Background: an optimization exercise with open tools, aiming at a short achievable clock period and few clock cycles. Do not read the settings as production practice.
RTL that was checked went through simulation tests only; none was proved equivalent to the original.

==> flow/design.v <==
module cpu(
    input clk,
    input reset,
    output [7:0] imem_addr,
    input [18:0] imem_data,
    output [7:0] dmem_addr,
    output [18:0] dmem_wdata,
    output dmem_we,
    input [18:0] dmem_rdata,
    output rf_we,
    output [2:0] rf_waddr,
    output [18:0] rf_wdata
);
    localparam [18:0] KEY = 19'b0011001010111010110;
    reg [7:0] pc;           
    reg [7:0] pcn;          
    reg [18:0] ir;
    reg ir_valid;
    reg [7:0] ir_pcp1;
    reg [2:0] sp;
    reg [18:0] rf [0:7];
    reg [7:0] rz;           
    reg x_we, x_ld, x_st, x_div;
    reg [2:0] x_rd;
    reg [7:0] x_imm;
    reg [18:0] x_a, x_b, x_sd;
    reg [11:0] x_sel;       
    reg x_mul;
    reg [7:0] w_oh;         
    reg [18:0] w_data;
    reg o_we;
    reg [2:0] o_rd;
    reg [18:0] o_data;
    assign imem_addr = pc;
    assign dmem_addr = x_imm;
    assign dmem_we = x_st;
    assign dmem_wdata = x_sd;
    assign rf_we = o_we;
    assign rf_waddr = o_rd;
    assign rf_wdata = o_data;
    wire [18:0] a = x_a;
    wire [18:0] b = x_b;
    reg dv_busy;                
    reg [18:0] dv_r, dv_q;
    reg [19:0] dv_a;            
    reg [2:0] dv_i;             
    reg [22:0] dm [1:15];       
    genvar g;
    wire b_zero = (b == 19'd0);
    wire [20:0] b3 = {2'b0, b} + {1'b0, b, 1'b0};
    wire [21:0] f1 = {3'b0, a} - {3'b0, b};
    wire [21:0] f2 = {3'b0, a} - {2'b0, b, 1'b0};
    wire [21:0] f3 = {3'b0, a} - {1'b0, b3};
    wire [1:0] f_dig = !f3[21] ? 2'd3 : !f2[21] ? 2'd2 : !f1[21] ? 2'd1 : 2'd0;
    wire [18:0] b_any;          
    assign b_any[18] = b[18];
    generate
        for (g = 0; g < 18; g = g + 1) begin : g_bany
            assign b_any[g] = b[g] | b_any[g+1];
        end
    endgenerate
    wire [18:2] a_ok;
    generate
        for (g = 2; g < 19; g = g + 1) begin : g_aok
            assign a_ok[g] = !a[g] || b_any[g-1];
        end
    endgenerate
    wire dv_fast = b_zero || (&a_ok);
    wire [18:0] q_fast = b_zero ? 19'd0 : {17'd0, f_dig};
    wire [4:1] lt;
    generate
        for (g = 1; g < 5; g = g + 1) begin : g_lt
            assign lt[g] = {{(4*g){1'b0}}, a} < {b, {(4*g){1'b0}}};
        end
    endgenerate
    wire [2:0] nd = lt[1] ? 3'd0 : lt[2] ? 3'd1 : lt[3] ? 3'd2 : lt[4] ? 3'd3 : 3'd4;
    wire [18:0] da, db;
    wire [4:1] dlt;
    generate
        for (g = 1; g < 5; g = g + 1) begin : g_dlt
            assign dlt[g] = {{(4*g){1'b0}}, da} < {db, {(4*g){1'b0}}};
        end
    endgenerate
    wire [2:0] dnd = dlt[1] ? 3'd0 : dlt[2] ? 3'd1 : dlt[3] ? 3'd2 : dlt[4] ? 3'd3 : 3'd4;
    reg x_pre;                  
    function [22:0] hstep;      
        input [22:0] r;
        input [344:0] m;        
        reg [23:0] t;
        reg [15:0] ge;
        reg [18:0] rem;
        reg [3:0] dig;
        reg [18:0] d [0:15];
        integer j;
        begin
            ge[0] = 1'b1;
            d[0] = r[18:0];
            for (j = 1; j < 16; j = j + 1) begin
                t = {1'b0, r} - {1'b0, m[23*j-1 -: 23]};
                ge[j] = !t[23];
                d[j] = t[18:0];
            end
            rem = 19'd0;
            dig = 4'd0;
            for (j = 0; j < 15; j = j + 1)
                if (ge[j] && !ge[j+1]) begin
                    rem = rem | d[j];
                    dig = dig | j[3:0];
                end
            if (ge[15]) begin
                rem = rem | d[15];
                dig = dig | 4'd15;
            end
            hstep = {dig, rem};
        end
    endfunction
    wire [344:0] dmv = {dm[15], dm[14], dm[13], dm[12], dm[11], dm[10], dm[9], dm[8],
                        dm[7], dm[6], dm[5], dm[4], dm[3], dm[2], dm[1]};
    wire [22:0] s1 = hstep({dv_r, dv_a[19:16]}, dmv);
    wire [22:0] s2 = hstep({s1[18:0], dv_a[15:12]}, dmv);
    wire dv_last = (dv_i <= 3'd1);
    wire [18:0] q_slow = (dv_i == 3'd0) ? {dv_q[14:0], s1[22:19]} : {dv_q[10:0], s1[22:19], s2[22:19]};
    wire dv_run = dv_busy || x_pre;
    wire [18:0] div_res = dv_run ? q_slow : q_fast;
    wire x_hold = x_div && (dv_run ? !dv_last : !dv_fast);
    always @(posedge clk or posedge reset) begin
        if (reset) begin
            dv_busy <= 1'b0;
        end else begin
            dv_busy <= x_hold;
        end
    end
    integer mi;
    always @(posedge clk) begin
        if (!x_hold) begin
            for (mi = 1; mi < 16; mi = mi + 1) dm[mi] <= db * mi;
            dv_a <= {1'b0, da} << {3'd4 - dnd, 2'b0};
            dv_i <= dnd;
            dv_r <= da >> {dnd + 3'd1, 2'b0};   
            dv_q <= 19'd0;
        end else if (!dv_run) begin
            for (mi = 1; mi < 16; mi = mi + 1) dm[mi] <= b * mi;
            dv_a <= {1'b0, a} << {3'd4 - nd, 2'b0};
            dv_i <= nd;
            dv_r <= a >> {nd + 3'd1, 2'b0};
            dv_q <= 19'd0;
        end else begin
            dv_i <= dv_i - 3'd2;
            dv_a <= dv_a << 8;
            dv_r <= s2[18:0];
            dv_q <= {dv_q[10:0], s1[22:19], s2[22:19]};
        end
    end
    wire [18:0] r_mul = a * b;
    wire [18:0] x_fast =
        ({19{x_sel[0]}} & (a + b)) |
        ({19{x_sel[1]}} & (a - b)) |
        ({19{x_sel[4]}} & (a + 19'd1)) |
        ({19{x_sel[5]}} & (a - 19'd1)) |
        ({19{x_sel[6]}} & (a & b)) |
        ({19{x_sel[7]}} & (a | b)) |
        ({19{x_sel[8]}} & (a ^ b)) |
        ({19{x_sel[9]}} & (~a)) |
        ({19{x_sel[10]}} & (a ^ KEY)) |
        ({19{x_sel[11]}} & b);
    wire [18:0] x_out = x_ld ? dmem_rdata :
                        x_div ? div_res :
                        (x_fast | ({19{x_sel[2]}} & r_mul));
    wire x_wr = x_we && !x_hold;
    wire [4:0] op = ir[18:14];
    wire [2:0] f_rs = ir[13:11];
    wire [2:0] f_rt = ir[10:8];
    wire [7:0] f_imm = ir[7:0];
    wire [2:0] f_rd = ir[7:5];
    wire [4:0] f_fn = ir[4:0];
    wire d_art = ir_valid && (op == 5'd0 || op == 5'd1);
    wire d_cry = ir_valid && (op == 5'd9);
    wire d_jmp = ir_valid && (op == 5'd2);
    wire d_beq = ir_valid && (op == 5'd3);
    wire d_bne = ir_valid && (op == 5'd4);
    wire d_call = ir_valid && (op == 5'd5);
    wire d_ret = ir_valid && (op == 5'd6);
    wire d_ld = ir_valid && (op == 5'd7);
    wire d_st = ir_valid && (op == 5'd8);
    wire d_imm = ir_valid && (op == 5'd10);
    wire d_alu = d_art || d_cry;
    wire [2:0] sp1 = sp + 3'd1;
    wire [2:0] ra = d_ret ? sp1 : f_rs;
    wire [2:0] rb = f_rt;
    wire [18:0] rfa = w_oh[ra] ? w_data : (rz[ra] ? 19'd0 : rf[ra]);
    wire [18:0] rfb = w_oh[rb] ? w_data : (rz[rb] ? 19'd0 : rf[rb]);
    wire xa_hit = x_we && x_rd == ra;
    wire xb_hit = x_we && x_rd == rb;
    wire x_slow = x_ld || x_div || x_mul;
    assign da = rfa;
    assign db = rfb;
    wire [18:0] va = xa_hit ? x_fast : rfa;
    wire [18:0] vb = xb_hit ? x_fast : rfb;
    wire use_a_early = d_beq || d_bne || d_ret;
    wire use_b_early = d_beq || d_bne || d_st;
    wire stall = x_hold || (x_slow && ((use_a_early && xa_hit) || (use_b_early && xb_hit)));
    wire eq = (va == vb);
    wire taken = d_jmp || d_call || (d_beq && eq) || (d_bne && !eq);
    wire [7:0] next_pc = d_ret ? va[7:0] : (taken ? f_imm : pcn);
    wire [7:0] next_pcn = d_ret ? va[7:0] + 8'd1 : (taken ? f_imm + 8'd1 : pcn + 8'd1);
    wire d_we = d_alu || d_call || d_ret || d_ld || d_imm;
    wire [2:0] d_rd = d_call ? sp : (d_ret ? sp1 : (d_art ? f_rd : f_rt));
    wire d_useimm = !d_alu;
    wire [18:0] d_bval = d_call ? {11'd0, ir_pcp1} : (d_ret ? 19'd0 : {11'd0, f_imm});
    reg [11:0] d_sel;
    always @(*) begin
        d_sel = 12'd0;
        if (d_alu) begin
            case (f_fn)
                5'd0: d_sel[0] = 1'b1;
                5'd1: d_sel[1] = 1'b1;
                5'd2: d_sel[2] = 1'b1;
                5'd3: d_sel[3] = 1'b1;
                5'd4: d_sel[4] = 1'b1;
                5'd5: d_sel[5] = 1'b1;
                5'd6: d_sel[6] = 1'b1;
                5'd7: d_sel[7] = 1'b1;
                5'd8: d_sel[8] = 1'b1;
                5'd9: d_sel[9] = 1'b1;
                5'd10: d_sel[10] = 1'b1;
                5'd11: d_sel[10] = 1'b1;
                5'd12: d_sel[11] = 1'b1;
                default: d_sel = 12'd0;
            endcase
        end else if (d_imm || d_call || d_ret) begin
            d_sel[11] = 1'b1;
        end
    end
    integer i;
    always @(posedge clk or posedge reset) begin
        if (reset) begin
            pc <= 8'd0;
            pcn <= 8'd1;
            ir_valid <= 1'b0;
            sp <= 3'd7;
            rz <= 8'hff;
            x_we <= 1'b0; x_ld <= 1'b0; x_st <= 1'b0; x_div <= 1'b0;
            w_oh <= 8'd0;
            o_we <= 1'b0;
        end else begin
            rz <= rz & ~w_oh;
            w_oh <= x_wr ? (8'd1 << x_rd) : 8'd0;
            o_we <= x_wr;
            if (!x_hold) begin
                x_we <= d_we && !stall;
                x_ld <= d_ld && !stall;
                x_st <= d_st && !stall;
                x_div <= d_alu && (f_fn == 5'd3) && !stall;
            end
            if (!stall) begin
                pc <= next_pc;
                pcn <= next_pcn;
                ir_valid <= 1'b1;
                if (d_call) sp <= sp - 3'd1;
                else if (d_ret) sp <= sp1;
            end
        end
    end
    always @(posedge clk) begin
        for (i = 0; i < 8; i = i + 1)
            if (w_oh[i]) rf[i] <= w_data;
        if (x_wr) w_data <= x_out;
        o_rd <= x_rd;
        o_data <= x_out;
        x_imm <= f_imm;
        x_sd <= vb;
        if (!x_hold) begin
            x_rd <= d_rd;
            x_a <= xa_hit ? x_out : rfa;
            x_b <= d_useimm ? d_bval : (xb_hit ? x_out : rfb);
            x_sel <= d_sel;
            x_mul <= d_alu && (f_fn == 5'd2);
            x_pre <= d_alu && (f_fn == 5'd3) && !xa_hit && !xb_hit && (rfb != 19'd0);
        end
        if (!stall) begin
            ir <= imem_data;
            ir_pcp1 <= pcn;
        end
    end
endmodule
clock: 38.0 ns
lec_check: 0
cap_margin: 20
core_margin: 2
core_utilization: 40
slew_margin: 20
standard.sh (not shown) runs the stock make flow with config.mk's settings and CLKGATE_MAP_FILE= SYNTH_SCRIPT=/design/flow/synth_recipe.tcl, a recipe that flattens the netlist after the stock synthesis.
==> flow/flow/run.sh <==
#!/bin/bash
# The standard layout (the standard.sh), with timing repair asked to leave
# a setup margin, so that it sizes and buffers the critical paths.
set -euo pipefail
bash standard.sh SETUP_SLACK_MARGIN=30.5 TNS_END_PERCENT=100 MATCH_CELL_FOOTPRINT=0 CORE_UTILIZATION=55 finish > standard_flow.log 2>&1
Then changed:
--- a/flow/design.v
+++ b/flow/design.v
@@ -198,5 +198,5 @@
     wire [18:0] vb = xb_hit ? x_fast : rfb;
     wire use_a_early = d_beq || d_bne || d_ret;
-    wire use_b_early = d_beq || d_bne || d_st;
+    wire use_b_early = d_beq || d_bne;
     wire stall = x_hold || (x_slow && ((use_a_early && xa_hit) || (use_b_early && xb_hit)));
     wire eq = (va == vb);
@@ -269,5 +269,5 @@
         o_data <= x_out;
         x_imm <= f_imm;
-        x_sd <= vb;
+        x_sd <= xb_hit ? x_out : rfb;
         if (!x_hold) begin
             x_rd <= d_rd;
After rerunning: Count of clock-buffer cells in the layout rises by 22; register-to-register slack degrades by 40 ps; setup slack degrades by 44 ps; design area rises by 0.89%; sequential share of layout area falls by 0.12 points.
Testbench counts after the change, summed over its fixed seeds: cycles 12,022.
The RTL of the first run of this note was laid out without a check of its function.

port drivers added, routing unchanged:
No port has a modelled driver above. Below, the same layouts with a new extraction and two added sets of constraints.
Step 1, drivers: a clkbuf_16 drives clk and a buf_2 each remaining input, both assumed.
Step 2 moves the port delays by t, midway between the first and last clock arrival at a register: inputs arrive t later, outputs are due t later. That takes back most of the time a late clock gives input paths.
a / b / c = no drivers / after step 1 / after step 2; a / b = the first two.
run	shift t [ns]	setup WS [ns]	worst setup path after step 2
the first run	0.799	29.096 / 29.006 / 29.149	input to register
the second run	0.796	29.052 / 28.960 / 28.974	input to register
After both steps setup and hold are still met in every run listed. The setup slack of the second run, which loses most, moves by -0.092 ns with the drivers and by -0.078 ns with both steps.
